Source: an optimization exercise on an open RTL-to-GDS flow (aim: small area and a short achievable clock period). Production flows keep margins and buffers that such runs may drop. The RTL was checked by simulation tests, not by an equivalence proof against the original design. No driver is modelled on the clock port, so clocking that relies on it looks cheaper here than on a real chip. Power and IR drop assume default switching activity.

<file path="flow/flow/run.sh">
#!/bin/bash
# Layout flow: the standard synthesis unchanged, then the ORFS stages
# with these changes:
# - combinational cells set to their smallest size before floorplanning
#   (flow/downsize.tcl); repair_design and the sizing below grow them back
#   where timing needs it;
# - a lighter clock tree (no dummy loads, larger sink clusters);
# - ORFS's setup repair left at its default margin, and instead a greedy
#   sizing of the worst paths (flow/gsize.tcl) after CTS (flow/post_cts.tcl).
# Each stage's output goes to its own log file here; ORFS's own logs stay
# under orfs/logs.
set -euo pipefail
export FLOW_FLOW_DIR=$PWD/flow
export FLOW_GS_ITER=${FLOW_GS_ITER:-800}
bash standard.sh synth > log_1_synth.txt 2>&1
EXTRA=(
  MATCH_CELL_FOOTPRINT=0
  "PRE_FLOORPLAN_TCL=$PWD/flow/downsize.tcl"
  "POST_CTS_TCL=$PWD/flow/post_cts.tcl"
  "BUFFER_PORTS_ARGS=-buffer_cell sky130_fd_sc_hd__buf_4"
  "CTS_ARGS=-sink_clustering_enable -repair_clock_nets -dont_use_dummy_load -sink_clustering_size 25 -sink_clustering_max_diameter 100"
)
STAGES=${FLOW_STAGES:-floorplan place cts route finish}
n=2
for s in $STAGES; do
  bash standard.sh "${EXTRA[@]}" $s > log_${n}_$s.txt 2>&1
  n=$((n+1))
done
</file>
<file path="flow/flow/downsize.tcl">
# Hook run before floorplanning (PRE_FLOORPLAN_TCL): set every combinational
# cell to the smallest-area variant of its function (the strongest one among
# equal areas). Synthesis sizes cells without knowing their real loads;
# repair_design and repair_timing upsize the ones that need it later.
set n_changed 0
set area_before 0.0
set area_after 0.0
set variants [dict create]
foreach lc [get_lib_cells sky130_fd_sc_hd__*] {
  set name [get_name $lc]
  if {![regexp {^sky130_fd_sc_hd__([a-z0-9]+)_([0-9]+)$} $name -> base size]} { continue }
  if {[regexp {^(df|edf|sdf|sed|dl|clk|conb|tap|fill|decap|probe|lpflow|diode|einv|ebuf|bufbuf|bufinv|dly|lp)} $base]} { continue }
  if {[get_property $lc dont_use]} { continue }
  dict lappend variants $base [list $size [get_property $lc area] $name]
}
foreach inst [get_cells *] {
  set m [get_property $inst ref_name]
  if {![regexp {^sky130_fd_sc_hd__([a-z0-9]+)_([0-9]+)$} $m -> base size]} { continue }
  if {![dict exists $variants $base]} { continue }
  set best ""
  set best_area 1e9
  set best_size -1
  foreach v [dict get $variants $base] {
    lassign $v vs va vn
    if {$va < $best_area - 1e-6 || ($va < $best_area + 1e-6 && $vs > $best_size)} {
      set best $vn; set best_area $va; set best_size $vs
    }
  }
  set cur_area [get_property [get_lib_cells $m] area]
  set area_before [expr {$area_before + $cur_area}]
  if {$best ne "" && $best ne $m && $best_area <= $cur_area + 1e-6} {
    replace_cell $inst $best
    incr n_changed
    set area_after [expr {$area_after + $best_area}]
  } else {
    set area_after [expr {$area_after + $cur_area}]
  }
}
puts "downsize: replaced $n_changed cells, combinational area $area_before -> $area_after"
</file>
<file path="flow/flow/gsize.tcl">
# Greedy path sizing. Rounds over the endpoints whose slack is within a
# window of the worst one, worst first: for each, resize the one cell on its
# worst path that most improves that endpoint's slack without lowering the
# design's worst slack. Only changes a cell's size within its function.
# replace_cell drops the estimated parasitics of the nets on the cell's pins,
# so they are estimated again after every change.

if {![info exists ::gs_est_mode]} { set ::gs_est_mode -placement }

proc gs_variants {} {
  set vars [dict create]
  foreach lc [get_lib_cells sky130_fd_sc_hd__*] {
    set name [get_name $lc]
    if {![regexp {^sky130_fd_sc_hd__([a-z0-9]+)_([0-9]+)$} $name -> base size]} { continue }
    if {[regexp {^(df|edf|sdf|sed|dl|clk|conb|tap|fill|decap|probe|lpflow|diode|dly)} $base]} { continue }
    if {[get_property $lc dont_use]} { continue }
    dict lappend vars $base [list $size [get_property $lc area] $name]
  }
  return $vars
}

proc gs_est {n} {
  if {[catch {est::estimate_parasitic_net $n} err]} {
    estimate_parasitics $::gs_est_mode
  }
}

proc gs_replace {inst cell} {
  replace_cell $inst $cell
  foreach p [get_pins -of_objects $inst] {
    set n [get_nets -quiet -of_objects $p]
    if {$n ne {}} { gs_est $n }
  }
}

proc gs_area {} {
  set a 0
  foreach i [[ord::get_db_block] getInsts] {
    set m [$i getMaster]
    if {[$m getType] == "CORE"} { set a [expr {$a + [$m getWidth] * [$m getHeight] / 1e6}] }
  }
  return $a
}

proc gs_ep_slack {ep} {
  return [get_property [lindex [find_timing_paths -to $ep -path_delay max] 0] slack]
}

# Try to improve the worst path to endpoint ep by one resize; returns the gain.
proc gs_improve {vars ep} {
  set wns [sta::worst_slack -max]
  set path [lindex [find_timing_paths -to $ep -path_delay max] 0]
  set ep_slack [get_property $path slack]
  set insts {}
  foreach pt [get_property $path points] {
    set pin [get_property $pt pin]
    if {[get_property $pin direction] ne "output"} { continue }
    set inst [get_cells -quiet -of_objects $pin]
    if {$inst ne ""} { lappend insts [get_full_name $inst] }
  }
  set best_inst ""; set best_cell ""; set best_gain 0.0
  foreach iname $insts {
    set inst [get_cells $iname]
    set m [get_property $inst ref_name]
    if {![regexp {^sky130_fd_sc_hd__([a-z0-9]+)_([0-9]+)$} $m -> base size]} { continue }
    if {![dict exists $vars $base]} { continue }
    set cur_area [get_property [get_lib_cells $m] area]
    foreach v [dict get $vars $base] {
      lassign $v vs va vn
      if {$vn eq $m} { continue }
      if {$va <= $cur_area + 1e-6 && $vs <= $size} { continue }
      gs_replace $inst $vn
      set gain [expr {[gs_ep_slack $ep] - $ep_slack}]
      set w [sta::worst_slack -max]
      if {$w >= $wns - 1e-4 && $gain > $best_gain + 1e-3} {
        set best_gain $gain; set best_inst $iname; set best_cell $vn
      }
      gs_replace $inst $m
    }
  }
  if {$best_inst ne ""} {
    set inst [get_cells $best_inst]
    set old [get_property $inst ref_name]
    gs_replace $inst $best_cell
    # a larger cell loads its drivers more: keep no move that breaks a
    # max-slew or max-capacitance limit
    if {[sta::max_slew_violation_count] > $::gs_slew_viol || [sta::max_capacitance_violation_count] > $::gs_cap_viol} {
      gs_replace $inst $old
      return 0.0
    }
  }
  return $best_gain
}

proc gs_run {max_rounds max_area_frac window budget {npaths 400}} {
  set t0 [clock seconds]
  set vars [gs_variants]
  set a0 [gs_area]
  set moves 0
  set ::gs_slew_viol [sta::max_slew_violation_count]
  set ::gs_cap_viol [sta::max_capacitance_violation_count]
  for {set r 0} {$r < $max_rounds} {incr r} {
    set wns [sta::worst_slack -max]
    set eps {}
    foreach p [find_timing_paths -path_delay max -group_path_count $npaths -endpoint_path_count 1 -sort_by_slack] {
      set s [get_property $p slack]
      if {$s <= $wns + $window + 1e-6} { lappend eps [list $s [get_property $p endpoint]] }
    }
    set eps [lsort -real -index 0 $eps]
    set moved 0
    foreach e $eps {
      set ep [lindex $e 1]
      # several moves on the same endpoint while they keep helping
      for {set k 0} {$k < 8} {incr k} {
        set g [gs_improve $vars $ep]
        if {$g <= 0.0} { break }
        incr moved; incr moves
      }
      if {[clock seconds] - $t0 > $budget} { break }
      if {[gs_area] > $a0 * (1.0 + $max_area_frac)} { break }
    }
    puts "gsize: round $r: [llength $eps] endpoints, $moved moves, wns [format %.3f [sta::worst_slack -max]] area [format %.0f [gs_area]] time [expr {[clock seconds] - $t0}]"
    if {$moved == 0} { break }
    if {[clock seconds] - $t0 > $budget} { puts "gsize: time budget used"; break }
    if {[gs_area] > $a0 * (1.0 + $max_area_frac)} { puts "gsize: area limit"; break }
  }
  puts "gsize: done, $moves moves, wns [sta::worst_slack -max] area [gs_area]"
}

# Area recovery: set cells whose output has ample slack back to the smallest
# variant of their function, keeping the worst slack, a slack margin on the
# cell itself and the slew and capacitance limits.
proc gs_recover {margin budget} {
  set t0 [clock seconds]
  set vars [gs_variants]
  set wns [sta::worst_slack -max]
  set sv [sta::max_slew_violation_count]
  set cv [sta::max_capacitance_violation_count]
  set a0 [gs_area]
  set cands {}
  foreach inst [get_cells *] {
    set m [get_property $inst ref_name]
    if {![regexp {^sky130_fd_sc_hd__([a-z0-9]+)_([0-9]+)$} $m -> base size]} { continue }
    if {![dict exists $vars $base]} { continue }
    set cur_area [get_property [get_lib_cells $m] area]
    set best ""; set best_area $cur_area
    foreach v [dict get $vars $base] {
      lassign $v vs va vn
      if {$va < $best_area - 1e-6} { set best $vn; set best_area $va }
    }
    if {$best eq ""} { continue }
    set smin 1e9
    foreach p [get_pins -of_objects $inst -filter "direction==output"] {
      set s [get_property $p slack_max]
      if {$s < $smin} { set smin $s }
    }
    if {$smin > $wns + 2.0 * $margin} { lappend cands [list $smin [get_full_name $inst] $best] }
  }
  set cands [lsort -real -decreasing -index 0 $cands]
  set n 0
  foreach c $cands {
    if {[clock seconds] - $t0 > $budget} { break }
    lassign $c s0 iname best
    set inst [get_cells $iname]
    set m [get_property $inst ref_name]
    gs_replace $inst $best
    set ok 1
    if {[sta::worst_slack -max] < $wns - 1e-4} { set ok 0 }
    if {$ok} {
      foreach p [get_pins -of_objects $inst -filter "direction==output"] {
        if {[get_property $p slack_max] < $wns + $margin} { set ok 0 }
      }
    }
    if {$ok && ([sta::max_slew_violation_count] > $sv || [sta::max_capacitance_violation_count] > $cv)} { set ok 0 }
    if {$ok} { incr n } else { gs_replace $inst $m }
  }
  puts "gs_recover: [llength $cands] candidates, $n downsized, area [format %.0f $a0] -> [format %.0f [gs_area]], wns [sta::worst_slack -max]"
}
</file>
<file path="flow/flow/post_cts.tcl">
# Hook after CTS (POST_CTS_TCL): greedy sizing of the worst setup paths
# (flow/gsize.tcl) on placement parasitics, then of the paths within 0.1 ns
# of the worst, repair of the slew and
# capacitance limits the larger cells may have broken, a recovery of area
# on cells with ample slack (gs_recover), then re-legalize.
source $::env(FLOW_FLOW_DIR)/gsize.tcl
set ::gs_est_mode -placement
set_propagated_clock [all_clocks]
estimate_parasitics -placement
puts "post_cts: worst slack before sizing [sta::worst_slack -max]"
gs_run 300 0.10 0.0 1200
gs_run 40 0.03 0.1 600
estimate_parasitics $::gs_est_mode
repair_design_helper
gs_recover 0.5 600
detailed_placement
check_placement -verbose
estimate_parasitics -placement
puts "post_cts: worst slack after sizing [sta::worst_slack -max]"
</file>
<file path="flow/standard.sh">
#!/bin/bash
# synth_recipe.tcl (not shown) runs the flow's synth.tcl, then flattens the netlist and writes it again
# the make line also repeats each setting of config.mk as NAME=value (left out here)
make -C /OpenROAD-flow-scripts/flow DESIGN_CONFIG=/design/flow/config.mk WORK_HOME=/design/flow/orfs CLKGATE_MAP_FILE= SYNTH_SCRIPT=/design/flow/synth_recipe.tcl "${@:-finish}"
</file>
<file path="flow/config.mk">
export PLATFORM = sky130hd
export DESIGN_NAME = CPU_Top
export DESIGN_NICKNAME = CPU_Top
export VERILOG_FILES = /design/flow/design.v
export SDC_FILE = /design/flow/constraint.sdc
export NUM_CORES = 8
export LEC_CHECK = 0
export ABC_CLOCK_PERIOD_IN_PS = 3000
export CAP_MARGIN = 20
export CORE_MARGIN = 2
export CORE_UTILIZATION = 65
export PLACE_DENSITY = 0.72
export SLEW_MARGIN = 20
export SYNTH_HIERARCHICAL = 1
export SYNTH_MINIMUM_KEEP_SIZE = 0
</file>
<file path="flow/constraint.sdc">
create_clock -name core_clock -period 20.0 [get_ports {clk}]
set_input_delay 4.0000 -clock core_clock [delete_from_list [all_inputs] [get_ports {clk}]]
set_output_delay 4.0000 -clock core_clock [all_outputs]
set_load 0.01 [all_outputs]
</file>
<file path="flow/design.v">
module cpu_ks32 (
    input  [31:0] g,
    input  [31:0] p,
    input         cin,
    output [31:0] s
);
wire [31:0] G [0:5];
wire [31:0] P [0:5];
assign G[0] = g;
assign P[0] = p;
genvar l, i;
generate
    for (l = 0; l < 5; l++) begin : g_l
        localparam int D = 1 << l;
        for (i = 0; i < 32; i++) begin : g_i
            if (i >= D) begin : g_node
                if (l % 2 == 0) begin : g_inv
                    cpu_aoi21 ug (.a1(P[l][i]), .a2(G[l][i-D]), .b(G[l][i]), .y(G[l+1][i]));
                    if (i >= 2*D) begin : g_p
                        cpu_nand2 up (.a(P[l][i]), .b(P[l][i-D]), .y(P[l+1][i]));
                    end else begin : g_np
                        assign P[l+1][i] = 1'b1;
                    end
                end else begin : g_true
                    cpu_oai21 ug (.a1(P[l][i]), .a2(G[l][i-D]), .b(G[l][i]), .y(G[l+1][i]));
                    if (i >= 2*D) begin : g_p
                        cpu_nor2 up (.a(P[l][i]), .b(P[l][i-D]), .y(P[l+1][i]));
                    end else begin : g_np
                        assign P[l+1][i] = 1'b0;
                    end
                end
            end else begin : g_pass
                cpu_inv ug (.a(G[l][i]), .y(G[l+1][i]));
                assign P[l+1][i] = (l % 2 == 0) ? 1'b1 : 1'b0;
            end
        end
    end
endgenerate
cpu_xor2 us0 (.a(p[0]), .b(cin), .y(s[0]));
generate
    for (i = 1; i < 32; i++) begin : g_s
        cpu_xnor2 us (.a(p[i]), .b(G[5][i-1]), .y(s[i]));
    end
endgenerate
endmodule
module cpu_aoi222 (input a0, b0, a1, b1, a2, b2, output y);
assign y = ~((a0 & b0) | (a1 & b1) | (a2 & b2));
endmodule
module cpu_aoi22 (input a0, b0, a1, b1, output y);
assign y = ~((a0 & b0) | (a1 & b1));
endmodule
module cpu_aoi21 (input a1, a2, b, output y);
assign y = ~((a1 & a2) | b);
endmodule
module cpu_oai21 (input a1, a2, b, output y);
assign y = ~((a1 | a2) & b);
endmodule
module cpu_ao21_dup (input a1, a2, b, output y);
assign y = (a1 & a2) | b;
endmodule
module cpu_ao21 (input a1, a2, b, output y);
assign y = (a1 & a2) | b;
endmodule
module cpu_nand2 (input a, b, output y);
assign y = ~(a & b);
endmodule
module cpu_nand3 (input a, b, c, output y);
assign y = ~(a & b & c);
endmodule
module cpu_nand3_dup (input a, b, c, output y);
assign y = ~(a & b & c);
endmodule
module cpu_nand2_dup (input a, b, output y);
assign y = ~(a & b);
endmodule
module cpu_nand4 (input a, b, c, d, output y);
assign y = ~(a & b & c & d);
endmodule
module cpu_nand4_dup (input a, b, c, d, output y);
assign y = ~(a & b & c & d);
endmodule
module cpu_nor2 (input a, b, output y);
assign y = ~(a | b);
endmodule
module cpu_nor3 (input a, b, c, output y);
assign y = ~(a | b | c);
endmodule
module cpu_nor4 (input a, b, c, d, output y);
assign y = ~(a | b | c | d);
endmodule
module cpu_and2 (input a, b, output y);
assign y = a & b;
endmodule
module cpu_inv (input a, output y);
assign y = ~a;
endmodule
module cpu_xor2 (input a, b, output y);
assign y = a ^ b;
endmodule
module cpu_xnor2 (input a, b, output y);
assign y = ~(a ^ b);
endmodule
module cpu_mux2 (input d0, d1, s, output y);
assign y = s ? d1 : d0;
endmodule
module cpu_mux4 (input d0, d1, d2, d3, s0, s1, output y);
assign y = s1 ? (s0 ? d3 : d2) : (s0 ? d1 : d0);
endmodule
module cpu_hold (input we, nwe, d, q, output y);
assign y = (we & d) | (nwe & q);
endmodule
module cpu_rd32 #(
    parameter NRV = 16
) (
    input  [31:0] sel,
    input  [31:0] d,
    input  [15:0] rv,
    output        y,
    output        y2
);
wire [15:0] n;
wire [3:0]  o;
wire [1:0]  m;
wire        nx;
genvar k;
generate
    for (k = 0; k < 16; k++) begin : g_a
        cpu_aoi22 u (.a0(sel[2*k]), .b0(d[2*k]), .a1(sel[2*k+1]), .b1(d[2*k+1]), .y(n[k]));
    end
    for (k = 0; k < 4; k++) begin : g_o
        cpu_nand4 u (.a(n[4*k]), .b(n[4*k+1]), .c(n[4*k+2]), .d(n[4*k+3]), .y(o[k]));
    end
    for (k = 0; k < 2; k++) begin : g_m
        cpu_nor2 u (.a(o[2*k]), .b(o[2*k+1]), .y(m[k]));
    end
    if (NRV == 16) begin : g_rv
        wire [3:0] r1;
        wire [1:0] r2;
        for (k = 0; k < 4; k++) begin : g_r1
            cpu_nor4 u (.a(rv[4*k]), .b(rv[4*k+1]), .c(rv[4*k+2]), .d(rv[4*k+3]), .y(r1[k]));
        end
        for (k = 0; k < 2; k++) begin : g_r2
            cpu_nand2 u (.a(r1[2*k]), .b(r1[2*k+1]), .y(r2[k]));
        end
        cpu_nor2 u_nx (.a(r2[0]), .b(r2[1]), .y(nx));
        cpu_nand3     u_y  (.a(m[0]), .b(m[1]), .c(nx), .y(y));
        cpu_nand3_dup u_y2 (.a(m[0]), .b(m[1]), .c(nx), .y(y2));
    end else begin : g_norv
        cpu_nand2     u_y  (.a(m[0]), .b(m[1]), .y(y));
        cpu_nand2_dup u_y2 (.a(m[0]), .b(m[1]), .y(y2));
    end
endgenerate
endmodule
module cpu_rd64 #(
    parameter NRV = 32
) (
    input  [63:0] sel,
    input  [63:0] d,
    input  [31:0] rv,
    input         wx,
    input         nwx,
    output        y,
    output        y2
);
wire [31:0] n;
wire [7:0]  o;
wire [2:0]  m;
wire        tn;
genvar k;
generate
    for (k = 0; k < 32; k++) begin : g_a
        cpu_aoi22 u (.a0(sel[2*k]), .b0(d[2*k]), .a1(sel[2*k+1]), .b1(d[2*k+1]), .y(n[k]));
    end
    for (k = 0; k < 8; k++) begin : g_o
        cpu_nand4 u (.a(n[4*k]), .b(n[4*k+1]), .c(n[4*k+2]), .d(n[4*k+3]), .y(o[k]));
    end
    if (NRV == 32) begin : g_rv
        wire [7:0] r1;
        wire [1:0] r2;
        for (k = 0; k < 8; k++) begin : g_r1
            cpu_nor4 u (.a(rv[4*k]), .b(rv[4*k+1]), .c(rv[4*k+2]), .d(rv[4*k+3]), .y(r1[k]));
        end
        for (k = 0; k < 2; k++) begin : g_r2
            cpu_nand4 u (.a(r1[4*k]), .b(r1[4*k+1]), .c(r1[4*k+2]), .d(r1[4*k+3]), .y(r2[k]));
        end
        cpu_nor3 u_t (.a(r2[0]), .b(r2[1]), .c(wx), .y(tn));
    end else begin : g_norv
        assign tn = nwx;
    end
endgenerate
cpu_nor3 u_m0 (.a(o[0]), .b(o[1]), .c(o[2]), .y(m[0]));
cpu_nor3 u_m1 (.a(o[3]), .b(o[4]), .c(o[5]), .y(m[1]));
cpu_nor2 u_m2 (.a(o[6]), .b(o[7]), .y(m[2]));
cpu_nand4     u_y  (.a(m[0]), .b(m[1]), .c(m[2]), .d(tn), .y(y));
cpu_nand4_dup u_y2 (.a(m[0]), .b(m[1]), .c(m[2]), .d(tn), .y(y2));
endmodule
module CPU_Top #(
    parameter ADDR_WIDTH = 32,
    parameter DAT_WIDTH = 32
) (
    input   clk,
    input   rst_n,
    output  [ADDR_WIDTH - 1 : 0]    im_PC_o,
    output  [ADDR_WIDTH - 1 : 0]    im_next_PC_o,
    input   [ADDR_WIDTH - 1 : 0]    im_wdata_i,
    output  [4 : 0]                 rs1_o,
    output  [4 : 0]                 rs2_o,
    output  [4 : 0]                 rd_o,
    output  [ADDR_WIDTH - 1 : 0]    ALU_o,
    output  [ADDR_WIDTH - 1 : 0]    memory_data_o,
    output  [ADDR_WIDTH - 1 : 0]    store_data_o
);
genvar gi, gb;
wire [31:0] instr  = im_wdata_i;
wire [6:0]  opcode = instr[6:0];
wire [2:0]  f3     = instr[14:12];
wire [4:0]  rs1    = instr[19:15];
wire [4:0]  rs2    = instr[24:20];
wire [4:0]  rd     = instr[11:7];
assign rs1_o = rs1;
assign rs2_o = rs2;
assign rd_o  = rd;
wire op_r  = opcode == 7'b0110011;
wire op_i  = opcode == 7'b0010011;
wire op_ld = opcode == 7'b0000011;
wire op_st = opcode == 7'b0100011;
wire op_br = opcode == 7'b1100011;
wire op_j  = opcode == 7'b1101111;
wire alu_src   = op_i | op_ld | op_st;
wire reg_write = op_r | op_i | op_ld | op_j;
wire [31:0] imm_i = {{20{instr[31]}}, instr[31:20]};
logic [31:0] imm;
always_comb begin
    case (1'b1)
        op_i, op_ld: imm = imm_i;
        op_st:       imm = {{20{instr[31]}}, instr[31:25], instr[11:7]};
        op_br:       imm = {{19{instr[31]}}, instr[31], instr[7], instr[30:25], instr[11:8], 1'b0};
        op_j:        imm = {{12{instr[31]}}, instr[19:12], instr[20], instr[30:21], 1'b0};
        default:     imm = 32'b0;
    endcase
end
logic alu_add, alu_sub, alu_and, alu_or, alu_xor;
always_comb begin
    {alu_add, alu_sub, alu_and, alu_or, alu_xor} = 5'b0;
    if (op_br) begin
        alu_sub = 1'b1;
    end else if (op_r) begin
        case ({instr[30], f3})
            4'b0000: alu_add = 1'b1;
            4'b1000: alu_sub = 1'b1;
            4'b0111: alu_and = 1'b1;
            4'b0110: alu_or  = 1'b1;
            4'b0100: alu_xor = 1'b1;
            default: ;
        endcase
    end else begin
        case (f3)
            3'b000: alu_add = 1'b1;
            3'b111: alu_and = 1'b1;
            3'b110: alu_or  = 1'b1;
            3'b100: alu_xor = 1'b1;
            default: ;
        endcase
    end
end
wire alu_arith = alu_add | alu_sub;
logic [31:0] pc;
wire  [31:0] pc_plus4 = pc + 32'd4;
wire  [31:0] pc_imm   = pc + imm;
logic [31:0] rf   [0:31];
logic [31:0] rf_v;
wire  [31:0] rf_wdata;
wire [31:0] rf_sel1 = 32'b1 << rs1;
wire [31:0] rf_sel2 = 32'b1 << rs2;
wire [31:0] rf_we   = reg_write ? (32'b1 << rd) : 32'b0;
generate
    for (gi = 0; gi < 32; gi++) begin : g_rf
        wire        nwe = ~rf_we[gi];
        wire [31:0] nxt;
        for (gb = 0; gb < 32; gb++) begin : g_h
            cpu_hold u (.we(rf_we[gi]), .nwe(nwe), .d(rf_wdata[gb]), .q(rf[gi][gb]), .y(nxt[gb]));
        end
        always_ff @(posedge clk) rf[gi] <= nxt;
        always_ff @(posedge clk or negedge rst_n) begin
            if (!rst_n)         rf_v[gi] <= 1'b0;
            else if (rf_we[gi]) rf_v[gi] <= 1'b1;
        end
    end
endgenerate
wire [31:0] rf_dsel1 = rf_sel1 & rf_v;
wire [31:0] rf_dsel2 = rf_sel2 & rf_v;
wire [31:0] rf_rsel1 = rf_sel1 & ~rf_v;
wire [31:0] rf_rsel2 = rf_sel2 & ~rf_v;
wire [31:0] rdata1, rdata2, rdata2_w, rdata1_unused;
generate
    for (gb = 0; gb < 32; gb++) begin : g_rd
        wire [31:0] col;
        for (gi = 0; gi < 32; gi++) begin : g_c
            assign col[gi] = rf[gi][gb];
        end
        if (gb < 5) begin : g_lo
            wire [15:0] rv1, rv2;
            for (gi = 0; gi < 16; gi++) begin : g_r
                localparam int W = ((gi >> gb) << (gb + 1)) | (1 << gb) | (gi & ((1 << gb) - 1));
                assign rv1[gi] = rf_rsel1[W];
                assign rv2[gi] = rf_rsel2[W];
            end
            cpu_rd32 #(.NRV(16)) u1 (.sel(rf_dsel1), .d(col), .rv(rv1), .y(rdata1[gb]), .y2(rdata1_unused[gb]));
            cpu_rd32 #(.NRV(16)) u2 (.sel(rf_dsel2), .d(col), .rv(rv2), .y(rdata2[gb]), .y2(rdata2_w[gb]));
        end else begin : g_hi
            cpu_rd32 #(.NRV(0)) u1 (.sel(rf_dsel1), .d(col), .rv(16'b0), .y(rdata1[gb]), .y2(rdata1_unused[gb]));
            cpu_rd32 #(.NRV(0)) u2 (.sel(rf_dsel2), .d(col), .rv(16'b0), .y(rdata2[gb]), .y2(rdata2_w[gb]));
        end
    end
endgenerate
assign store_data_o = rdata2;
wire [31:0] in2 = alu_src ? imm : rdata2;
wire [31:0] alu_b, alu_g, alu_p, alu_sum;
generate
    for (gb = 0; gb < 32; gb++) begin : g_gp
        wire e1 = alu_src ? imm[gb] ^ alu_sub : ~alu_sub;
        wire e0 = alu_src ? imm[gb] ^ alu_sub : alu_sub;
        cpu_mux2 ub (.d0(e0), .d1(e1), .s(rdata2[gb]), .y(alu_b[gb]));
        cpu_xor2 up (.a(rdata1[gb]), .b(alu_b[gb]), .y(alu_p[gb]));
        if (gb == 0) begin : g_0
            assign alu_g[0] = (rdata1[0] & alu_b[0]) | (alu_p[0] & alu_sub);
        end else begin : g_n
            cpu_and2 ug (.a(rdata1[gb]), .b(alu_b[gb]), .y(alu_g[gb]));
        end
    end
endgenerate
cpu_ks32 u_add (.g(alu_g), .p(alu_p), .cin(alu_sub), .s(alu_sum));
wire [31:0] alu_lg = alu_and ? (rdata1 & in2) :
                     alu_or  ? (rdata1 | in2) :
                     alu_xor ? (rdata1 ^ in2) : 32'b0;
wire [31:0] alu_res;
generate
    for (gb = 0; gb < 32; gb++) begin : g_res
        cpu_ao21 u (.a1(alu_arith), .a2(alu_sum[gb]), .b(alu_lg[gb]), .y(alu_res[gb]));
    end
endgenerate
assign ALU_o = alu_res;
logic [31:0] dm   [0:63];
logic [63:0] dm_v;
wire  [63:0] dm_we = op_st ? (64'b1 << alu_res[5:0]) : 64'b0;
generate
    for (gi = 0; gi < 64; gi++) begin : g_dm
        wire        nwe = ~dm_we[gi];
        wire [31:0] nxt;
        for (gb = 0; gb < 32; gb++) begin : g_h
            cpu_hold u (.we(dm_we[gi]), .nwe(nwe), .d(rdata2_w[gb]), .q(dm[gi][gb]), .y(nxt[gb]));
        end
        always_ff @(posedge clk) dm[gi] <= nxt;
        always_ff @(posedge clk or negedge rst_n) begin
            if (!rst_n)         dm_v[gi] <= 1'b0;
            else if (dm_we[gi]) dm_v[gi] <= 1'b1;
        end
    end
endgenerate
wire [5:0] la = rdata1[5:0];
wire [5:0] lb = imm_i[5:0];
wire ld_add = f3 == 3'b000;
wire ld_or  = f3 == 3'b110;
wire ld_xor = f3 == 3'b100;
wire ld_and = f3 == 3'b111;
wire [5:0] s1 = ld_add ? ~lb : ld_or ? 6'h3f : ld_xor ? ~lb : ld_and ? lb : 6'h00;
wire [5:0] s0 = (ld_add | ld_or | ld_xor) ? lb : 6'h00;
wire [5:0] g1 = {6{ld_add}} & lb;
wire [5:0] p1 = {6{ld_add}};
wire [5:0] p0 = {6{ld_add}} & lb;
logic [3:0] lt_d [0:5][0:3];    
always_comb begin
    for (int i = 0; i < 6; i++)
        for (int k = 0; k < 4; k++)
            for (int x = 0; x < 2; x++)
                for (int y = 0; y < 2; y++) begin
                    logic sx, sy, gy, py, c;
                    sx = x ? s1[i] : s0[i];
                    if (i == 0) begin
                        c = 1'b0;
                    end else begin
                        sy = y ? s1[i-1] : s0[i-1];
                        gy = y ? g1[i-1] : 1'b0;
                        py = y ? p1[i-1] : p0[i-1];
                        c  = gy | (py & (sy ^ k[0]));
                    end
                    lt_d[i][k][{x[0], y[0]}] = ~(sx ^ k[1] ^ c);
                end
end
wire [3:0] lt [0:5];
generate
    for (gi = 0; gi < 6; gi++) begin : g_lt
        for (gb = 0; gb < 4; gb++) begin : g_k
            if (gi == 0) begin : g_0
                if (gb < 2) begin : g_u
                    cpu_mux2 u (.d0(lt_d[0][2*gb][0]), .d1(lt_d[0][2*gb][2]), .s(la[0]), .y(lt[0][2*gb]));
                end
            end else begin : g_n
                cpu_mux4 u (.d0(lt_d[gi][gb][0]), .d1(lt_d[gi][gb][1]), .d2(lt_d[gi][gb][2]),
                            .d3(lt_d[gi][gb][3]), .s0(la[gi-1]), .s1(la[gi]), .y(lt[gi][gb]));
            end
        end
    end
endgenerate
wire [63:0] vld  = dm_v & {64{op_ld}};
wire [63:0] nvld = ~dm_v & {64{op_ld}};
wire [63:0] dm_dsel, dm_rsel;
generate
    for (gi = 0; gi < 64; gi++) begin : g_sel
        wire a, b;
        cpu_nand4 ua (.a(lt[0][{gi[0], 1'b0}]), .b(lt[1][{gi[1], gi[0]}]),
                      .c(lt[2][{gi[2], gi[1]}]), .d(lt[3][{gi[3], gi[2]}]), .y(a));
        cpu_nand2 ub (.a(lt[4][{gi[4], gi[3]}]), .b(lt[5][{gi[5], gi[4]}]), .y(b));
        cpu_nor3  usd (.a(a), .b(b), .c(~vld[gi]), .y(dm_dsel[gi]));
        cpu_nor3  usr (.a(a), .b(b), .c(~nvld[gi]), .y(dm_rsel[gi]));
    end
endgenerate
wire        wb_a = ~op_ld & ~op_j & alu_arith;
wire [31:0] wb_b = op_ld ? 32'b0 : op_j ? pc_plus4 : alu_lg;
wire [31:0] wb_data;
generate
    for (gb = 0; gb < 32; gb++) begin : g_dmrd
        wire [63:0] col;
        for (gi = 0; gi < 64; gi++) begin : g_c
            assign col[gi] = dm[gi][gb];
        end
        wire wx, nwx;
        if (gb < 6) begin : g_wx
            cpu_ao21_dup ux (.a1(wb_a), .a2(alu_sum[gb]), .b(wb_b[gb]), .y(wx));
            assign nwx = 1'b1;
        end else begin : g_nwx
            cpu_aoi21 ux (.a1(wb_a), .a2(alu_sum[gb]), .b(wb_b[gb]), .y(nwx));
            assign wx = 1'b0;
        end
        if (gb < 6) begin : g_lo
            wire [31:0] rv;
            for (gi = 0; gi < 32; gi++) begin : g_r
                localparam int W = ((gi >> gb) << (gb + 1)) | (1 << gb) | (gi & ((1 << gb) - 1));
                assign rv[gi] = dm_rsel[W];
            end
            cpu_rd64 #(.NRV(32)) u (.sel(dm_dsel), .d(col), .rv(rv), .wx(wx), .nwx(nwx), .y(wb_data[gb]), .y2(rf_wdata[gb]));
        end else begin : g_hi
            cpu_rd64 #(.NRV(0)) u (.sel(dm_dsel), .d(col), .rv(32'b0), .wx(wx), .nwx(nwx), .y(wb_data[gb]), .y2(rf_wdata[gb]));
        end
    end
endgenerate
assign memory_data_o = wb_data;
wire [31:0] ne0;
wire [15:0] eq1;
wire [7:0]  ne2;
wire [3:0]  eq3;
wire [1:0]  ne4;
wire        eq;
generate
    for (gb = 0; gb < 32; gb++) begin : g_ne0
        cpu_xor2 u (.a(rdata1[gb]), .b(rdata2[gb]), .y(ne0[gb]));
    end
    for (gb = 0; gb < 16; gb++) begin : g_eq1
        cpu_nor2 u (.a(ne0[2*gb]), .b(ne0[2*gb+1]), .y(eq1[gb]));
    end
    for (gb = 0; gb < 8; gb++) begin : g_ne2
        cpu_nand2 u (.a(eq1[2*gb]), .b(eq1[2*gb+1]), .y(ne2[gb]));
    end
    for (gb = 0; gb < 4; gb++) begin : g_eq3
        cpu_nor2 u (.a(ne2[2*gb]), .b(ne2[2*gb+1]), .y(eq3[gb]));
    end
    for (gb = 0; gb < 2; gb++) begin : g_ne4
        cpu_nand2 u (.a(eq3[2*gb]), .b(eq3[2*gb+1]), .y(ne4[gb]));
    end
endgenerate
cpu_nor2 u_eq (.a(ne4[0]), .b(ne4[1]), .y(eq));
wire        tk1 = op_j | (op_br & f3 == 3'b000);
wire        tk0 = op_j | (op_br & f3 == 3'b001);
wire [31:0] npc1 = tk1 ? pc_imm : pc_plus4;
wire [31:0] npc0 = tk0 ? pc_imm : pc_plus4;
wire [31:0] next_pc;
generate
    for (gb = 0; gb < 32; gb++) begin : g_npc
        cpu_mux2 u (.d0(npc0[gb]), .d1(npc1[gb]), .s(eq), .y(next_pc[gb]));
    end
endgenerate
always_ff @(posedge clk or negedge rst_n) begin
    if (!rst_n) pc <= 32'hFFFF_FFFC;
    else        pc <= next_pc;
end
assign im_PC_o      = pc;
assign im_next_PC_o = next_pc;
endmodule
</file>
==> qor.csv, run 1 <==
metric,value,unit
Synthesized Nets,12153,
Static Leakage,54.5,nW
f_max,74.5,MHz
HP Class,reg -> reg,
Gate power share,7.9,%
Worst Slack Setup Final,6.57,ns
DRT Pass-1 Iters,17,
post-layout minimum cycle time,13.43,ns
outcome,no timing/DRC/antenna violations,
clk slew on worst S/H paths,0.05,ns
crit-path cells,buf_12 > nor2b_4 > buf_12 > and3_4 > buf_12 > a22oi_1 > nand4_1 > nor2_1 > nand2_1 > xor2_1 > a21oi_1 > o21ai_1 > a21oi_1 > o21ai_1 > a21oi_1 > xnor2_1 > a21oi_4 > nand4_4 > buf_6,
clock group share of total power,31.4,%
met2 usage,76.6,%
CP max stage cell,nor2_1,
largest net degree at the start of global routing,77,
# setup viols final,0,
proportion of layout cells with a drive suffix above 1,12.8,%
Cells after Synth,12019,
RR Startpoint,rf_v[22],
DRT iter0 DRCs,24093,
syn_area_per_cell,10.6,um^2
"Design Area, Final",0.145,mm^2
r2r setup slk,12.03,ns
Synth warnings,14,
Net Sw Power,2.69,mW
core area,0.195,mm^2
Fin Hold WS,0.470,ns
hold_sp,dm[36][20],
Die W,448,um
most used routing layer,met2,
initial antenna violation count,26,
routability congestion estimate from global placement,1.08,
Via-to-Cell Ratio,8.28,
die height,448,um
Placed Instances,15063,
clk latency of the worst-skew pair,0.90,ns
final hold vios,0,
Final ANT Viol Nets,0,
fillers,13727,
number of global-route vias before repair,119733,
grt met1 use,64.4,%
Slew Limit Fails,0,
clock skew,0.0991,ns
setup TNS,0,ns
crit-path max cell delay,1.13,ns
nature of the critical path startpoint,input pin,
M3 GR Usage,24.3,%
vias,126018,
Hold Crit Depth,1,
Total Wirelength,582000,um
synthesized area,0.128,mm^2
sequential share of power,60.7,%
FP Rows,162,
"Net count, final",12730,
VDD IR max,0.000101,V
sw frac,25.2,%
Hold Path Sink,dm[36][20],
Slew @ Worst Pin,1.39,ns
PD cells,74.0,mW/mm^2
first-pass GRT wire length,829000,um
DP HPWL,350000,um
Setup crit start,im_wdata_i[17],
RSZ-0062 raised after global routing,false,
DP Area,0.136,mm^2
worst endpoint data arrival time,9.43,ns
Layout area overhead,13.2,%
FF-to-FF End,dm[6][30],
R2R cell count,23,
Rel. slew slack,6.85,%
Die ar.,0.200,mm^2
pre-CTS setup slack,5.34,ns
Clock Sinks,3200,
crit path kind,in -> out,
Starting Density,65.5,%
WL/cell,38.2,um
Post-route DRC,0,
MaxCap Viol Count,0,
Post-Layout Cell Count,15228,
GRT Util Overall,55.7,%
grt ovf,0,
I/O pin total,209,
CP max FO,32,
endpoint class of the critical path,output port,
Required @ worst endpoint,16.00,ns
Int Power,8.01,mW
fin crit share,67.1,%
number of buffers added on ports,208,
CTS tree,built,
[per-layer routing]
| layer | routed length (um) | share of wire (%) |
|---|---|---|
| met3 | 96300 | 17 |
| met1 | 188000 | 32 |
| met5 | 703 | 0.12 |
| met4 | 68700 | 12 |
| met2 | 228000 | 39 |
[registers in the layout, indices dropped and copies added, names as in the netlist]
| name | flops |
|---|---|
| rf | 1024 |
| rf_v | 32 |
| dm_v | 64 |
| dm | 2048 |
| pc | 32 |
[cells in the final DEF (no fill, tap or decap), types with 87 or more instances in the layout]
| master | count |
|---|---|
| a22o_1 | 3096 |
| dfxtp_1 | 3072 |
| a22oi_1 | 1984 |
| nand2_1 | 640 |
| nand4_1 | 513 |
| nor2_1 | 338 |
| buf_4 | 275 |
| inv_2 | 223 |
| o21ai_1 | 189 |
| clkbuf_16 | 149 |
| buf_12 | 134 |
| a21oi_1 | 115 |
| nand2b_1 | 105 |
| ha_1 | 99 |
| dfrtp_1 | 98 |
| nand4_2 | 94 |
| nor3_2 | 92 |
| buf_1 | 91 |
| a22oi_2 | 90 |
| nor4_1 | 87 |
[power by group through the flow]
stage               combinational, mW  sequential, mW  clock [mW]
floorplan                       0.397            6.61           0
global placement                0.738            6.63           0
detailed placement              0.753            6.63           0
global route                    0.860            6.50        3.54
finish                          0.850            6.50        3.36
[how the worst max path moves through the flow]
stage                        endpoint  slack (ns)  cells past startpoint
floorplan            memory_data_o[0]        6.74                     14
global placement    memory_data_o[18]        4.73                     17
detailed placement   memory_data_o[2]        5.34                     18
global route        memory_data_o[15]        6.88                     17
finish              memory_data_o[31]        6.57                     19
[area by class of cell]
| class | instances | area [um^2] | share of cell area (%) |
|---|---|---|---|
| Clock buffer | 149 | 3730 | 2.58 |
| Tap cell | 2624 | 3280 | 2.27 |
| Inverter | 226 | 866 | 0.598 |
| Timing Repair Buffer | 561 | 5850 | 4.04 |
| Antenna cell | 10 | 25.0 | 0.0173 |
| Sequential cell | 3200 | 64700 | 44.7 |
| Multi-Input combinational cell | 8458 | 66200 | 45.8 |
[worst max-delay path: cells and delay by family]
family	cells	cell delay, ns
compound gates	7	1.30
xor+xnor	2	0.73
buf+inv	4	0.63
simple gates	6	2.70
[through the flow]
| stage | utilization (%) | total power [mW] |
|---|---|---|
| 6_report | 74.1 | 10.7 |
| 2_1_floorplan | - | 7.01 |
| 3_5_place_dp | 69.5 | 7.39 |
| 5_1_grt | 74.1 | 10.9 |
| 3_3_place_gp | 69.4 | 7.37 |
==> run 2: changes to the inputs <==
==> flow/flow/post_cts.tcl (replaced) <==
# Hook after CTS (POST_CTS_TCL): greedy sizing of the worst setup paths
# (flow/gsize.tcl), repair of the slew and capacitance limits the larger
# cells may have broken, a recovery of area on cells with ample slack
# (gs_recover), then re-legalize. The sizing sees signal wires 30% more
# resistive and capacitive than the placement estimate, which is about how
# much the routed wires come out worse.
source $::env(FLOW_FLOW_DIR)/gsize.tcl
set ::gs_est_mode -placement
set_propagated_clock [all_clocks]
set_wire_rc -signal -resistance [expr {8.929e-04 * 1.3}] -capacitance [expr {1.72375e-04 * 1.3}]
estimate_parasitics -placement
puts "post_cts: worst slack before sizing [sta::worst_slack -max]"
gs_run 300 0.10 0.0 1200
set_wire_rc -signal -layer met1
estimate_parasitics $::gs_est_mode
puts "post_cts: worst slack after sizing, usual wire model [sta::worst_slack -max]"
repair_design_helper
gs_recover 0.5 600
detailed_placement
check_placement -verbose
estimate_parasitics -placement
puts "post_cts: worst slack after sizing [sta::worst_slack -max]"
==> qor.csv, run 2 <==
metric,value,unit,change
DP Area,0.136,mm^2,unchanged
outcome,no timing/DRC/antenna violations,,unchanged
"commonest non-fill, non-tap cells in the layout","a22o_1 (3096), dfxtp_1 (3072), a22oi_1 (2082)",,"was a22o_1 (3096), dfxtp_1 (3072), a22oi_1 (1984)"
fillers,14470,,was 13727
endpoint class of the critical path,output port,,unchanged
f_max,67.0,MHz,was 74.5 MHz
DP HPWL,350000,um,unchanged
crit-path max cell delay,1.01,ns,was 1.13 ns
final hold vios,0,,unchanged
RR Startpoint,rf_v[22],,unchanged
Clock Sinks,3200,,unchanged
max reg flops,2048,,unchanged
Slew @ Worst Pin,1.40,ns,was 1.39 ns
clk latency of the worst-skew pair,0.90,ns,about the same
proportion of layout cells with a drive suffix above 1,8.99,%,was 12.8%
initial antenna violation count,27,,was 26
routability congestion estimate from global placement,1.08,,unchanged
total power,10.6,mW,was 10.7 mW
CP max FO,32,,unchanged
Slew Limit Fails,0,,unchanged
Starting Density,65.5,%,unchanged
worst endpoint data arrival time,10.93,ns,was 9.43 ns
Required @ worst endpoint,16.00,ns,about the same
vias,125354,,was 126018
VDD IR max,0.000101,V,about the same
Synthesized Nets,12153,,unchanged
Static Leakage,53.1,nW,was 54.5 nW
Hold Crit Depth,1,,unchanged
clk slew on worst S/H paths,0.05,ns,about the same
syn_area_per_cell,10.6,um^2,unchanged
Synth warnings,14,,unchanged
number of buffers added on ports,208,,unchanged
hold_sp,dm[36][20],,unchanged
MaxCap Viol Count,0,,unchanged
GRT Util Overall,54.8,%,was 55.7%
crit-path cells,buf_12 > nor3b_1 > and3_1 > buf_4 > a22oi_1 > nand4_1 > nor2_1 > nand3_2 > mux4_2 > nand4_1 > nor3_2 > buf_4 > a22oi_1 > nand4_1 > nor3_1 > nand4_1 > buf_4,,was buf_12 > nor2b_4 > buf_12 > and3_4 > buf_12 > a22oi_1 > nand4_1 > nor2_1 > nand2_1 > xor2_1 > a21oi_1 > o21ai_1 > a21oi_1 > o21ai_1 > a21oi_1 > xnor2_1 > a21oi_4 > nand4_4 > buf_6
# setup viols final,0,,unchanged
Final ANT Viol Nets,0,,unchanged
Rel. slew slack,6.27,%,was 6.85%
"delay-heaviest family, CP",simple AND/OR/NAND/NOR gates,,unchanged
Post-Layout Cell Count,15238,,was 15228
Cells after Synth,12019,,unchanged
sequential cell area,0.0647,mm^2,unchanged
crit path kind,in -> out,,unchanged
CP bufs+invs,4,,unchanged
I/O pin total,209,,unchanged
Total Wirelength,573000,um,was 582000 um
Placed Instances,15063,,unchanged
fin crit share,74.7,%,was 67.1%
R2R cell count,24,,was 23
nature of the critical path startpoint,input pin,,unchanged
die height,448,um,unchanged
"Net count, final",12732,,was 12730
WL/cell,37.6,um,was 38.2 um
setup TNS,0,ns,unchanged
FP Rows,162,,unchanged
Die ar.,0.200,mm^2,unchanged
RSZ-0062 raised after global routing,false,,unchanged
number of global-route vias before repair,117609,,was 119733
FF-to-FF End,dm[6][26],,was dm[6][30]
CTS tree,built,,unchanged
CP max stage cell,nor3_1,,was nor2_1
clock skew,0.102,ns,was 0.0991 ns
post-layout minimum cycle time,14.93,ns,was 13.43 ns
Layout area overhead,9.14,%,was 13.2%
grt ovf,0,,unchanged
PD cells,76.3,mW/mm^2,was 74.0 mW/mm^2
"Design Area, Final",0.140,mm^2,was 0.145 mm^2
first-pass GRT wire length,815000,um,was 829000 um
DRT Pass-1 Iters,12,,was 17
largest net degree at the start of global routing,77,,unchanged
DRT iter0 DRCs,23631,,was 24093
r2r setup slk,11.56,ns,was 12.03 ns
core area,0.195,mm^2,unchanged
Via-to-Cell Ratio,8.23,,was 8.28
Largest regs,"dm x2048, rf x1024, dm_v x64",,unchanged
"commonest non-fill, non-tap cell in the layout",a22o_1,,unchanged
Top reg by flops,dm,,unchanged
synthesized area,0.128,mm^2,unchanged
Hold Path Sink,dm[36][20],,unchanged
"Top cell by count, worst path",nand4_1,,
HP Class,reg -> reg,,unchanged
Die W,448,um,unchanged
multi-input logic area,0.0628,mm^2,was 0.0662 mm^2
Post-route DRC,0,,unchanged
run 2: cell count changes in the layout (fill, tap and decap cells not counted), sizes merged:
| cell | before | now |
|---|---|---|
| buf | 556 | 559 |
| clkbuf | 154 | 153 |
| diode | 10 | 18 |
run 2: per-stage QoR:
step | utilization [%] | worst slack, ns | hold WS [ns]
after global placement | 69.4 | 4.73 | 0.452
after global routing | 71.5 | 5.21 | 0.478
after floorplan | - | 6.74 | 0.435
after detailed placement | 69.5 | 5.34 | 0.453
final | 71.5 | 5.07 | 0.471
run 2: per-layer routing:
layer	GRT usage, %	share of wire (%)	vias up
met5	3.30	0.18	-
met4	50.2	12	32
met3	22.8	16	3239
met2	75.3	39	12010
met1	64.2	33	59826
li1	-	-	50247
run 2: layout make-up:
cell class                 instances  share of cell area, %
antenna                           18                 0.0323
clock buffer                     149                   2.67
inverter                         226                  0.608
multi-input combinational       8458                   45.0
sequential                      3200                   46.4
tap                             2624                   2.35
timing repair buffer             563                   2.93
run 2: worst register-to-register path: stages (launching register included):
cell	delay, ns
dfrtp_1	0.49
and3_1	0.19
buf_4	0.29
a22oi_1	0.32
nand4_1	0.21
nor2_1	0.78
nand3_1	0.51
mux2_2	0.43
xor2_1	0.18
a22o_1	0.26
a21oi_1	0.33
inv_2	0.10
inv_2	0.08
inv_2	0.05
inv_2	0.08
xnor2_1	0.19
a21o_1	0.65
nand2b_1	0.42
nor3_1	0.23
buf_1	0.33
nand2_2	0.55
buf_1	0.48
buf_6	0.26
inv_2	0.64
a22o_1	0.31
run 2: worst max-delay path by stage:
| stage | to | depth (start not counted) | from |
|---|---|---|---|
| floorplan | memory_data_o[0] | 14 | im_wdata_i[18] |
| global placement | memory_data_o[18] | 17 | im_wdata_i[16] |
| detailed placement | memory_data_o[2] | 18 | im_wdata_i[16] |
| global route | memory_data_o[15] | 17 | im_wdata_i[19] |
| finish | memory_data_o[15] | 17 | im_wdata_i[15] |
run 2: where the power goes:
| part | internal [mW] | switching, mW | total (mW) |
|---|---|---|---|
| clock network | 1.34 | 2.02 | 3.35 |
| registers | 6.42 | 0.0703 | 6.49 |
| logic | 0.225 | 0.575 | 0.800 |
| total | 7.99 | 2.66 | 10.6 |
==> run 3: changes to the inputs <==
==> flow/flow/post_cts.tcl (replaced) <==
# Hook after CTS (POST_CTS_TCL): greedy sizing of the worst setup paths
# (flow/gsize.tcl), repair of the slew and capacitance limits the larger
# cells may have broken, a recovery of area on cells with ample slack
# (gs_recover), then re-legalize. The sizing sees signal wires 60% more
# resistive and capacitive than the placement estimate, to allow for the
# routed wires coming out worse.
source $::env(FLOW_FLOW_DIR)/gsize.tcl
set ::gs_est_mode -placement
set_propagated_clock [all_clocks]
set_wire_rc -signal -resistance [expr {8.929e-04 * 1.6}] -capacitance [expr {1.72375e-04 * 1.6}]
estimate_parasitics -placement
puts "post_cts: worst slack before sizing [sta::worst_slack -max]"
gs_run 300 0.10 0.0 1200
set_wire_rc -signal -layer met1
estimate_parasitics $::gs_est_mode
puts "post_cts: worst slack after sizing, usual wire model [sta::worst_slack -max]"
repair_design_helper
gs_recover 0.5 600
detailed_placement
check_placement -verbose
estimate_parasitics -placement
puts "post_cts: worst slack after sizing [sta::worst_slack -max]"
==> qor.csv, run 3 <==
metric,value,unit,change
setup TNS,0,ns,unchanged
endpoint class of the critical path,output port,,unchanged
DP Area,0.136,mm^2,unchanged
Fin Hold WS,0.476,ns,was 0.471 ns
worst endpoint data arrival time,9.68,ns,was 10.93 ns
"Design Area, Final",0.142,mm^2,was 0.140 mm^2
Starting Density,65.5,%,unchanged
number of global-route vias before repair,118316,,was 117609
Largest regs,"dm x2048, rf x1024, dm_v x64",,unchanged
max reg flops,2048,,unchanged
RSZ-0062 raised after global routing,false,,unchanged
proportion of layout cells with a drive suffix above 1,10.5,%,was 8.99%
Synthesized Nets,12153,,unchanged
"Net count, final",12731,,was 12732
f_max,73.1,MHz,was 67.0 MHz
"commonest non-fill, non-tap cells in the layout","a22o_1 (3096), dfxtp_1 (3072), a22oi_1 (2070)",,"was a22o_1 (3096), dfxtp_1 (3072), a22oi_1 (2082)"
Hold Crit Depth,1,,unchanged
CTS tree,built,,unchanged
DP HPWL,350000,um,unchanged
DRT Pass-1 Iters,15,,was 12
PD cells,75.4,mW/mm^2,was 76.3 mW/mm^2
R2R cell count,24,,unchanged
VDD IR max,0.0000982,V,was 0.000101 V
WL/cell,37.8,um,was 37.6 um
core area,0.195,mm^2,unchanged
Synth warnings,14,,unchanged
grt ovf,0,,unchanged
sequential cell area,0.0647,mm^2,unchanged
Static Leakage,53.7,nW,was 53.1 nW
I/O pin total,209,,unchanged
Worst Slack Setup Final,6.32,ns,was 5.07 ns
CP max FO,32,,unchanged
Via-to-Cell Ratio,8.26,,was 8.23
number of buffers added on ports,208,,unchanged
clk latency of the worst-skew pair,0.89,ns,was 0.90 ns
# setup viols final,0,,unchanged
r2r setup slk,11.68,ns,was 11.56 ns
clock skew,0.104,ns,was 0.102 ns
syn_area_per_cell,10.6,um^2,unchanged
Required @ worst endpoint,16.00,ns,about the same
fin crit share,68.4,%,was 74.7%
multi-input logic area,0.0644,mm^2,was 0.0628 mm^2
Die ar.,0.200,mm^2,unchanged
Slew Limit Fails,0,,unchanged
vias,125789,,was 125354
pre-CTS setup slack,5.34,ns,unchanged
synthesized area,0.128,mm^2,unchanged
Final ANT Viol Nets,0,,unchanged
Rel. slew slack,11.9,%,was 6.27%
"commonest non-fill, non-tap cell in the layout",a22o_1,,unchanged
Layout area overhead,10.7,%,was 9.14%
Clock Sinks,3200,,unchanged
GRT Util Overall,55.1,%,was 54.8%
Cells after Synth,12019,,unchanged
clk slew on worst S/H paths,0.09,ns,was 0.05 ns
MaxCap Viol Count,0,,unchanged
HP Class,reg -> reg,,unchanged
total power,10.7,mW,was 10.6 mW
crit path kind,in -> out,,unchanged
DRT iter0 DRCs,24420,,was 23631
fillers,14142,,was 14470
initial antenna violation count,23,,was 27
Die W,448,um,unchanged
outcome,no timing/DRC/antenna violations,,unchanged
first-pass GRT wire length,820000,um,was 815000 um
nature of the critical path startpoint,input pin,,unchanged
Slew @ Worst Pin,1.32,ns,was 1.40 ns
largest net degree at the start of global routing,77,,unchanged
Total Wirelength,575000,um,was 573000 um
final hold vios,0,,unchanged
FP Rows,162,,unchanged
die height,448,um,unchanged
post-layout minimum cycle time,13.68,ns,was 14.93 ns
routability congestion estimate from global placement,1.08,,unchanged
Post-route DRC,0,,unchanged
Top reg by flops,dm,,unchanged
-- run 3: cell types whose count changed in the layout (fill, tap and decap cells not counted), sizes merged --
cell	delta
buf	-1
diode	-4
-- run 3: power by group --
group	total, mW	leakage (nW)	switching, mW	internal [mW]
clock network	3.35	1.84	2.01	1.34
logic	0.827	25.4	0.586	0.241
registers	6.49	26.4	0.0709	6.42
-- run 3: critical path, cell delays in order --
cell	delay (ns)
buf_12	0.15
and2_4	0.24
and3_1	0.19
buf_4	0.29
a22oi_1	0.25
nand4_1	0.31
nor2_1	1.09
nand2_1	0.43
mux2_2	0.42
xor2_1	0.21
a21oi_1	0.37
o21ai_1	0.18
a21oi_1	0.29
o21ai_2	0.13
a21oi_1	0.20
xnor2_1	0.17
a21oi_4	0.32
nand4_4	0.20
buf_6	0.19
-- run 3: stage by stage --
stage,cells,utilization [%]
after floorplan,12019,-
after detailed placement,15063,69.5
after global placement,15051,69.4
after global routing,15222,72.5
final,15233,72.5
-- run 3: per-layer routing --
layer  global-route usage [%]  wire length, um  vias up
met3                     23.3            94600     3323
met5                     1.93              624        -
li1                         -                -    50266
met1                     64.5           187000    60131
met2                     75.6           225000    12049
met4                     50.6            67700       20
-- run 3: worst paths after layout --
check / start / endpoint
max: im_wdata_i[22] / memory_data_o[31]
min: dm[2][9] / dm[2][9]
max reg2reg: rf_v[23] / dm[6][26]
min reg2reg: dm[2][9] / dm[2][9]
max in group asynchronous: rst_n / dm_v[40]
min in group asynchronous: rst_n / pc[0]
-- run 3: cell type report --
| type | count | share of cell area, % |
|---|---|---|
| Multi-Input combinational cell | 8458 | 45.5 |
| Sequential cell | 3200 | 45.7 |
| Timing Repair Buffer | 562 | 3.24 |
| Tap cell | 2624 | 2.32 |
| Clock buffer | 149 | 2.63 |
| Antenna cell | 14 | 0.0247 |
| Inverter | 226 | 0.608 |
==> run 4: changes to the inputs <==
--- a/flow/design.v
+++ b/flow/design.v
@@ -162,16 +162,17 @@
     output        y,
     output        y2
 );
-wire [31:0] n;
-wire [7:0]  o;
-wire [2:0]  m;
+wire [21:0] n;
+wire [5:0]  o;
+wire [1:0]  m;
 wire        tn;
 genvar k;
 generate
-    for (k = 0; k < 32; k++) begin : g_a
-        cpu_aoi22 u (.a0(sel[2*k]), .b0(d[2*k]), .a1(sel[2*k+1]), .b1(d[2*k+1]), .y(n[k]));
+    for (k = 0; k < 21; k++) begin : g_a
+        cpu_aoi222 u (.a0(sel[3*k]), .b0(d[3*k]), .a1(sel[3*k+1]), .b1(d[3*k+1]),
+                      .a2(sel[3*k+2]), .b2(d[3*k+2]), .y(n[k]));
     end
-    for (k = 0; k < 8; k++) begin : g_o
+    for (k = 0; k < 5; k++) begin : g_o
         cpu_nand4 u (.a(n[4*k]), .b(n[4*k+1]), .c(n[4*k+2]), .d(n[4*k+3]), .y(o[k]));
     end
     if (NRV == 32) begin : g_rv
@@ -188,11 +189,12 @@
         assign tn = nwx;
     end
 endgenerate
+cpu_nand2 u_l  (.a(sel[63]), .b(d[63]), .y(n[21]));
+cpu_nand2 u_o5 (.a(n[20]), .b(n[21]), .y(o[5]));
 cpu_nor3 u_m0 (.a(o[0]), .b(o[1]), .c(o[2]), .y(m[0]));
 cpu_nor3 u_m1 (.a(o[3]), .b(o[4]), .c(o[5]), .y(m[1]));
-cpu_nor2 u_m2 (.a(o[6]), .b(o[7]), .y(m[2]));
-cpu_nand4     u_y  (.a(m[0]), .b(m[1]), .c(m[2]), .d(tn), .y(y));
-cpu_nand4_dup u_y2 (.a(m[0]), .b(m[1]), .c(m[2]), .d(tn), .y(y2));
+cpu_nand3     u_y  (.a(m[0]), .b(m[1]), .c(tn), .y(y));
+cpu_nand3_dup u_y2 (.a(m[0]), .b(m[1]), .c(tn), .y(y2));
 endmodule
 module CPU_Top #(
     parameter ADDR_WIDTH = 32,
==> flow/flow/post_cts.tcl (replaced) <==
# Hook after CTS (POST_CTS_TCL): greedy sizing of the worst setup paths
# (flow/gsize.tcl) on placement parasitics, repair of the slew and
# capacitance limits the larger cells may have broken, a recovery of area
# on cells with ample slack (gs_recover), then re-legalize.
source $::env(FLOW_FLOW_DIR)/gsize.tcl
set ::gs_est_mode -placement
set_propagated_clock [all_clocks]
estimate_parasitics -placement
puts "post_cts: worst slack before sizing [sta::worst_slack -max]"
gs_run 300 0.10 0.0 1200
estimate_parasitics $::gs_est_mode
repair_design_helper
gs_recover 0.5 600
detailed_placement
check_placement -verbose
estimate_parasitics -placement
puts "post_cts: worst slack after sizing [sta::worst_slack -max]"
==> qor.csv, run 4 <==
metric,value,unit,change
outcome,no timing/DRC/antenna violations,,unchanged
WL met3,113000,um,was 94600 um
clk latency of the worst-skew pair,0.92,ns,was 0.89 ns
Hold Path Sink,dm[53][2],,was dm[2][9]
RR Startpoint,rf_v[18],,was rf_v[23]
largest net degree at the start of global routing,83,,was 77
"Design Area, Final",0.140,mm^2,was 0.142 mm^2
Via-to-Cell Ratio,8.55,,was 8.26
CP max FO,32,,unchanged
hold_sp,dm[53][2],,was dm[2][9]
clock group share of total power,31.5,%,was 31.4%
fin crit share,69.2,%,was 68.4%
CTS tree,built,,unchanged
MaxCap Viol Count,0,,unchanged
Hold Crit Depth,1,,unchanged
GRT Util Overall,56.9,%,was 55.1%
Fin Hold WS,0.477,ns,was 0.476 ns
R2R cell count,21,,was 24
Synthesized Nets,11737,,was 12153
first-pass GRT wire length,835000,um,was 820000 um
Slew @ Worst Pin,1.44,ns,was 1.32 ns
syn_area_per_cell,10.9,um^2,was 10.6 um^2
VDD IR max,0.0000941,V,was 0.0000982 V
Required @ worst endpoint,16.00,ns,about the same
vias,125611,,was 125789
number of buffers added on ports,208,,unchanged
"commonest non-fill, non-tap cells in the layout","a22o_1 (3095), dfxtp_1 (3072), a22oi_1 (1057)",,"was a22o_1 (3096), dfxtp_1 (3072), a22oi_1 (2070)"
endpoint class of the critical path,output port,,unchanged
clock skew,0.0854,ns,was 0.104 ns
M1 WL,190000,um,was 187000 um
DRT iter0 DRCs,27704,,was 24420
routability congestion estimate from global placement,1.10,,was 1.08
Die ar.,0.198,mm^2,was 0.200 mm^2
Clock Sinks,3200,,unchanged
Top reg by flops,dm,,unchanged
RSZ-0062 raised after global routing,false,,unchanged
r2r setup slk,11.74,ns,was 11.68 ns
setup TNS,0,ns,unchanged
"Net count, final",12276,,was 12731
number of global-route vias before repair,117962,,was 118316
Int Power,7.99,mW,was 8.00 mW
Post-route DRC,0,,unchanged
HP Class,reg -> reg,,unchanged
synthesized area,0.126,mm^2,was 0.128 mm^2
sequential share of power,60.8,%,was 60.9%
Rel. slew slack,4.04,%,was 11.9%
"commonest non-fill, non-tap cell in the layout",a22o_1,,unchanged
total power,10.7,mW,about the same
clk slew on worst S/H paths,0.09,ns,about the same
DP Area,0.134,mm^2,was 0.136 mm^2
Slew Limit Fails,0,,unchanged
initial antenna violation count,50,,was 23
Net Sw Power,2.68,mW,was 2.67 mW
Cells after Synth,11603,,was 12019
Static Leakage,53.4,nW,was 53.7 nW
die height,445,um,was 448 um
Largest regs,"dm x2048, rf x1024, dm_v x64",,unchanged
top routing layer used,met5,,unchanged
I/O pin total,209,,unchanged
WL/cell,40.1,um,was 37.8 um
Layout area overhead,10.6,%,was 10.7%
post-layout minimum cycle time,13.84,ns,was 13.68 ns
Starting Density,65.5,%,about the same
grt ovf,0,,unchanged
FP Rows,161,,was 162
# setup viols final,0,,unchanged
proportion of layout cells with a drive suffix above 1,10.7,%,was 10.5%
Final ANT Viol Nets,0,,unchanged
DRT Pass-1 Iters,16,,was 15
Gate power share,7.7,%,was 7.8%
f_max,72.2,MHz,was 73.1 MHz
fillers,13853,,was 14142
crit path kind,in -> out,,unchanged
worst endpoint data arrival time,9.84,ns,was 9.68 ns
sw frac,25.1,%,was 25.0%
core area,0.193,mm^2,was 0.195 mm^2
Die W,445,um,was 448 um
DP HPWL,361000,um,was 350000 um
Met2 Routed Length,221000,um,was 225000 um
Total Wirelength,590000,um,was 575000 um
Synth warnings,14,,unchanged
max reg flops,2048,,unchanged
FF-to-FF End,dm[1][2],,was dm[6][26]
nature of the critical path startpoint,input pin,,unchanged
PD cells,76.4,mW/mm^2,was 75.4 mW/mm^2
final hold vios,0,,unchanged
==> run 4: final cells by class <==
class	count	area (um^2)	area share, %
antenna	33	82.6	0.0591
sequential	3200	64700	46.3
clock buffer	149	3730	2.67
tap	2526	3160	2.26
inverter	226	848	0.607
multi-input combinational	8042	62800	45.0
timing repair buffer	523	4390	3.14
==> run 4: how the worst max path moves through the flow <==
stage                             end            from
floorplan            memory_data_o[0]  im_wdata_i[18]
global placement    memory_data_o[19]  im_wdata_i[16]
detailed placement  memory_data_o[21]  im_wdata_i[19]
global route        memory_data_o[13]   im_wdata_i[1]
finish                      ALU_o[31]  im_wdata_i[23]
==> run 4: power groups by stage <==
stage / sequential (mW) / combinational [mW] / clock (mW)
finish: 6.49 / 0.827 / 3.36
global route: 6.49 / 0.839 / 3.53
detailed placement: 6.63 / 0.764 / 0
global placement: 6.63 / 0.748 / 0
floorplan: 6.61 / 0.397 / 0
==> run 4: through the flow <==
stage          util [%]  instances  worst slack, ns
6_report           72.5      14699             6.16
3_3_place_gp       69.3      14499             3.94
3_5_place_dp       69.5      14512             5.21
5_1_grt            72.5      14678             6.33
2_1_floorplan         -      11603             6.73
==> run 4: critical path, stage by stage <==
cell	delay (ns)
buf_16	0.14
nor2b_4	0.14
buf_12	0.15
and3_1	0.17
buf_4	0.30
a22oi_1	0.26
nand4_1	0.41
nor2_1	1.18
nand2_1	0.39
mux2_2	0.41
xor2_1	0.40
nand2_1	0.18
nor2_1	0.21
nand2_1	0.13
o21ai_1	0.16
a21oi_1	0.09
xnor2_2	0.66
a21o_1	0.27
buf_4	0.15
==> run 4: metal layers <==
layer / GRT usage [%] / vias to the layer above
met4: 46.5 / 48
met5: 6.15 / -
met1: 67.1 / 60034
met2: 74.3 / 12747
li1: - / 49358
met3: 31.5 / 3424

## separate check: timing with driven ports
How much do the figures lean on ideal ports? The routed layouts below were timed once more, with nothing changed but the port constraints.
Step 1, drivers: a clkbuf_16 drives clk and a buf_2 each remaining input, both assumed.
Step 2, shift: input delay + t, output delay - t, t = (earliest + latest rising clock arrival at the registers) / 2. This alone moves slack from input paths to output paths.
Slacks: ideal / step 1 / step 2; pairs: ideal / step 1.
run | t, ns | setup slack, ns | worst setup path after step 2 | latest minus earliest clock arrival (ns)
run 1 | 0.958 | 6.573 / 6.522 / 6.522 | input to output | 0.105 / 0.105
run 2 | 0.961 | 5.068 / 5.007 / 5.007 | input to output | 0.107 / 0.106
run 3 | 0.944 | 6.316 / 6.253 / 6.253 | input to output | 0.104 / 0.103
run 4 | 0.981 | 6.158 / 6.097 / 6.097 | input to output | 0.087 / 0.087
After both steps every run listed still meets setup and hold. The setup slack of run 3, which loses most, moves by -0.063 ns with the drivers and by -0.063 ns with both steps.
